Context: an optimization exercise on an open-source flow, tuned for small area, a short achievable clock period and few clock cycles per item. The choices shown serve that exercise and are no tape-out recipe.
No driver is modelled on the clock port, so clock power and skew are understated where the tree is cut down; a real chip needs a root buffer or a tree.
Power and IR drop assume default switching activity.

v6:
==> module packet_parser, before the edit <==
module packet_parser (
	input  logic         clk,
	input  logic         rst_n,       
	input  logic         s_tvalid,
	input  logic [7:0]   s_tdata,
	input  logic         s_tlast,
	output logic         s_tready,
	output logic         m_tvalid,
	input  logic         m_tready,
	output logic [367:0] m_tdata
	);
logic       rdy;            
logic       pend;           
logic       pad;            
logic [5:0] pos;            
logic       dv;             
logic [7:0] din;
logic       dl;
logic fill, proc, adv, p48, inwin, go_pend, go_pad;
logic next_pend, next_pad, dfull_next;
logic [5:0] pos_next;
logic shift_q;              
assign fill    = !pend && !pad;
assign proc    = dv && fill;
assign adv     = proc || pad;
assign p48     = (pos == 6'd48);
assign inwin   = (pos >= 6'd14) && (pos <= 6'd37);
assign go_pend = p48 && ((proc && dl) || pad);
assign go_pad  = proc && dl && !p48;
assign next_pend  = pend ? !m_tready : go_pend;
assign next_pad   = !pend && (pad ? !go_pend : go_pad);
assign dfull_next = (rdy && s_tvalid) || (dv && !proc);
assign pos_next   = pend ? (m_tready ? 6'd0 : pos) : ((adv && !p48) ? pos + 6'd1 : pos);
function logic stored_at(input logic [5:0] p);
	stored_at = (p <= 6'd14) || (p == 6'd16) || (p == 6'd17) ||
	            (p == 6'd23) || (p >= 6'd26 && p <= 6'd47);
endfunction
always_ff @(posedge clk or negedge rst_n) begin
	if (!rst_n) begin
		rdy  <= 1'b1;
		pend <= 1'b0;
		pad  <= 1'b0;
		pos  <= 6'd0;
		dv   <= 1'b0;
		shift_q <= 1'b0;
	end
	else begin
		rdy  <= !(next_pend || next_pad) || !dfull_next;
		pend <= next_pend;
		pad  <= next_pad;
		dv   <= dfull_next;
		pos  <= pos_next;
		shift_q <= ((dfull_next && !next_pend && !next_pad) || next_pad) && stored_at(pos_next);
	end
end
always_ff @(posedge clk) begin
	if (rdy) begin
		din <= s_tdata;
		dl  <= s_tlast;
	end
end
logic [7:0]   in_byte, cs_byte;
logic [319:0] ch;           
logic [15:0]  cnt;          
logic [15:0]  cnt_inc;
logic [15:0]  acc;          
logic         pc;           
logic         first;
assign in_byte = din & {8{!pad}};
assign cs_byte = in_byte & {8{pos <= 6'd33}};    
assign cnt_inc = cnt + {15'd0, ~&cnt};    
assign first   = (pos == 6'd14) || (pos == 6'd15);
always_ff @(posedge clk) begin
	if (shift_q)
		ch <= {ch[311:0], in_byte};
	if ((proc && (!dl || pos == 6'd0)) || go_pend)
		cnt <= (proc && pos == 6'd0) ? {15'd0, !dl} : cnt_inc;
	if (adv && inwin) begin
		acc[15:8]      <= acc[7:0];
		{pc, acc[7:0]} <= (first ? 9'd0 : {1'b0, acc[15:8]}) + {1'b0, cs_byte} +
		                  {8'd0, pc && !first};
	end
end
function integer slot(input integer b);
	integer i;
	begin
		if (b <= 14)      i = b;
		else if (b == 16) i = 15;
		else if (b == 17) i = 16;
		else if (b == 23) i = 17;
		else              i = b - 8;
		slot = 8 * (39 - i);
	end
endfunction
logic [47:0]  dest_mac, src_mac;
logic [15:0]  eth_type, total_length;
logic [7:0]   b14, protocol;
logic [31:0]  src_ip, dest_ip;
logic [111:0] payload;
genvar g;
generate
	for (g = 0; g < 6; g++) begin : MAC
		assign dest_mac[47-8*g -: 8] = ch[slot(g)   +: 8];
		assign src_mac [47-8*g -: 8] = ch[slot(6+g) +: 8];
	end
	for (g = 0; g < 4; g++) begin : IP
		assign src_ip [31-8*g -: 8] = ch[slot(26+g) +: 8];
		assign dest_ip[31-8*g -: 8] = ch[slot(30+g) +: 8];
	end
	for (g = 0; g < 14; g++) begin : PAY
		assign payload[8*g +: 8] = ch[slot(34+g) +: 8];
	end
endgenerate
assign eth_type     = {ch[slot(12) +: 8], ch[slot(13) +: 8]};
assign b14          = ch[slot(14) +: 8];
assign total_length = {ch[slot(16) +: 8], ch[slot(17) +: 8]};
assign protocol     = ch[slot(23) +: 8];
logic        f_v4, f_v6, f_short, f_ck, f_len;
logic        is_ipv4;
logic [15:0] len_now;
assign is_ipv4 = (eth_type == 16'h0800);
logic [16:0] lx, ly, lz;
logic        len_eq;
assign lx     = {1'b0, total_length};
assign ly     = 17'd14;
assign lz     = {1'b0, len_now};
assign len_eq = ((lx ^ ly ^ lz) == (((lx & ly) | ((lx | ly) & ~lz)) << 1));
assign len_now = cnt_inc;
always_ff @(posedge clk) begin
	if (go_pend) begin
		f_v4    <= is_ipv4;
		f_v6    <= (eth_type == 16'h86DD);
		f_short <= pad && (cnt[5:0] != 6'd47);
		f_ck    <= is_ipv4 && (b14 == 8'h45) && (acc == 16'hFFFF);
		f_len   <= is_ipv4 && len_eq;
	end
end
assign s_tready = rdy;
assign m_tvalid = pend;
assign m_tdata  = {11'b0, f_len, f_ck, f_short, f_v6, f_v4, acc, cnt, payload,
                   dest_ip, src_ip, protocol, total_length, b14[7:4], b14[3:0],
                   eth_type, src_mac, dest_mac};
endmodule
clock: 13.5 ns
lec_check: 0
cap_margin: 20
core_margin: 2
core_utilization: 65
place_density: 0.8
slew_margin: 20
standard.sh (not shown) runs the stock make flow with config.mk's settings and CLKGATE_MAP_FILE= SYNTH_SCRIPT=/design/flow/synth_recipe.tcl, a recipe that flattens the netlist after the stock synthesis.
==> flow/flow/run.sh <==
#!/bin/bash
# Own layout flow: the standard synthesis and layout, with
#  - plain sky130 buffers on the ports instead of the delay buffer the
#    resizer picks by default;
#  - a clock tree of fewer, larger sink clusters and no dummy loads, whose
#    middle level is then taken out (flow/bypass.tcl);
#  - timing repair asked to reach a setup slack margin, so that it works on
#    the paths that set the achieved period (the constraints are unchanged).
set -euo pipefail
bash standard.sh synth > synth.log 2>&1
bash standard.sh finish \
  BUFFER_PORTS_ARGS="-buffer_cell sky130_fd_sc_hd__buf_1" \
  CTS_ARGS="-sink_clustering_enable -repair_clock_nets -sink_clustering_size 30 -sink_clustering_max_diameter 100 -buf_list sky130_fd_sc_hd__clkbuf_16 -dont_use_dummy_load" \
  POST_CTS_TCL="$PWD/flow/bypass.tcl" \
  SETUP_SLACK_MARGIN=9.5 > layout.log 2>&1
==> flow/flow/bypass.tcl <==
# Run after clock tree synthesis (POST_CTS_TCL): take out the middle level
# of the clock tree, so that the root buffer drives the leaf buffers
# directly. Every register keeps the same number of buffers (two) between
# it and the clock port, so the tree stays balanced.
set block [ord::get_db_block]
set cnet [[$block findBTerm clk] getNet]
set root ""
foreach it [$cnet getITerms] { set root [$it getInst] }
set rnet ""
foreach it [$root getITerms] {
  if {[$it isOutputSignal]} { set rnet [$it getNet] }
}
set mids {}
foreach it [$rnet getITerms] {
  if {[$it isInputSignal]} { lappend mids [$it getInst] }
}
set n 0
foreach mid $mids {
  if {![string match "*clkbuf*" [[$mid getMaster] getName]]} continue
  set onet ""
  foreach o [$mid getITerms] {
    if {[$o isOutputSignal]} { set onet [$o getNet] }
  }
  if {$onet eq ""} continue
  set loads {}
  set ok 1
  foreach l [$onet getITerms] {
    if {[$l isInputSignal]} {
      lappend loads $l
      if {![string match "*clkbuf*" [[[$l getInst] getMaster] getName]]} { set ok 0 }
    }
  }
  if {!$ok} continue
  foreach l $loads {
    $l disconnect
    $l connect $rnet
  }
  odb::dbInst_destroy $mid
  odb::dbNet_destroy $onet
  incr n
}
puts "bypass.tcl: removed $n middle clock buffers; root drives [llength [$rnet getITerms]] pins"
Here is what was changed in the inputs of v7 compared with v6.
--- a/flow/design.v
+++ b/flow/design.v
@@ -29,7 +29,7 @@
 assign go_pad  = proc && dl && !p48;
 assign next_pend  = pend ? !m_tready : go_pend;
 assign next_pad   = !pend && (pad ? !go_pend : go_pad);
-assign dfull_next = (rdy && s_tvalid) || (dv && !proc);
+assign dfull_next = rdy && s_tvalid;
 assign pos_next   = pend ? (m_tready ? 6'd0 : pos) : ((adv && !p48) ? pos + 6'd1 : pos);
 function logic stored_at(input logic [5:0] p);
 	stored_at = (p <= 6'd14) || (p == 6'd16) || (p == 6'd17) ||
@@ -45,7 +45,7 @@
 		shift_q <= 1'b0;
 	end
 	else begin
-		rdy  <= !(next_pend || next_pad) || !dfull_next;
+		rdy  <= !(next_pend || next_pad) && !(rdy && s_tvalid && s_tlast);
 		pend <= next_pend;
 		pad  <= next_pad;
 		dv   <= dfull_next;
@@ -54,10 +54,8 @@
 	end
 end
 always_ff @(posedge clk) begin
-	if (rdy) begin
-		din <= s_tdata;
-		dl  <= s_tlast;
-	end
+	din <= s_tdata;
+	dl  <= s_tlast;
 end
 logic [7:0]   in_byte, cs_byte;
 logic [319:0] ch;           
- Delta (v7 minus v6): number of multi-input combinational cells down about 3%, area fraction in compound gates after synthesis essentially unchanged, effective utilization at floorplan essentially unchanged, post-placement cell count fell 7.
- v7: combinational power is about 4% lower than what v6 reported.
- Critical path capture point: m_tdata[102] -> v7, m_tdata[125] -> v6
- When v7 is set beside v6, its post-route worst hold slack turns out to be 0.0091 ns smaller.
- Mean cell area of the mapped netlist grows slightly when moving from v6 to v7.
- Area after synthesis for v7: 100 um2 down relative to v6
- Side by side, synthesized cell count turned out lower in v7 than in v6.
- The non-clock buffer count was comparable across v7 and v6.
- Diff v6..v7 | achievable frequency | negligible
- Area growth from synthesis to layout: v7 vs v6 — no meaningful difference
Function was not checked in any run of this note: the RTL went through the layout flow alone.

==> what the ideal ports hide <==
How much do the figures lean on ideal ports? The routed layouts below were timed once more, with nothing changed but the port constraints.
Step 1 assumes that a clkbuf_16 drives the clock port and a buf_2 every other input.
Step 2 adds t to the input delays and takes it off the output delays; t is the mean of the earliest and latest rising clock arrival at the registers after step 1. Input paths then give back, and output paths get back, about the clock's delay inside the block.
Three values: ideal, step 1, step 2; two values: the first two.
run | t (ns) | setup slack, ns | hold WS [ns] | worst setup path at the end | worst data-port slew with drivers (ns)
v6 | 0.504 | 9.601 / 9.551 / 9.282 | 0.435 / 0.435 / 0.435 | input to register | 0.03
v7 | 0.492 | 9.595 / 9.551 / 9.468 | 0.426 / 0.426 / 0.426 | input to register | 0.04
After both steps every run listed still meets setup and hold. For v6, which loses most, drivers alone change the setup slack by -0.050 ns; drivers and shift together by -0.319 ns.
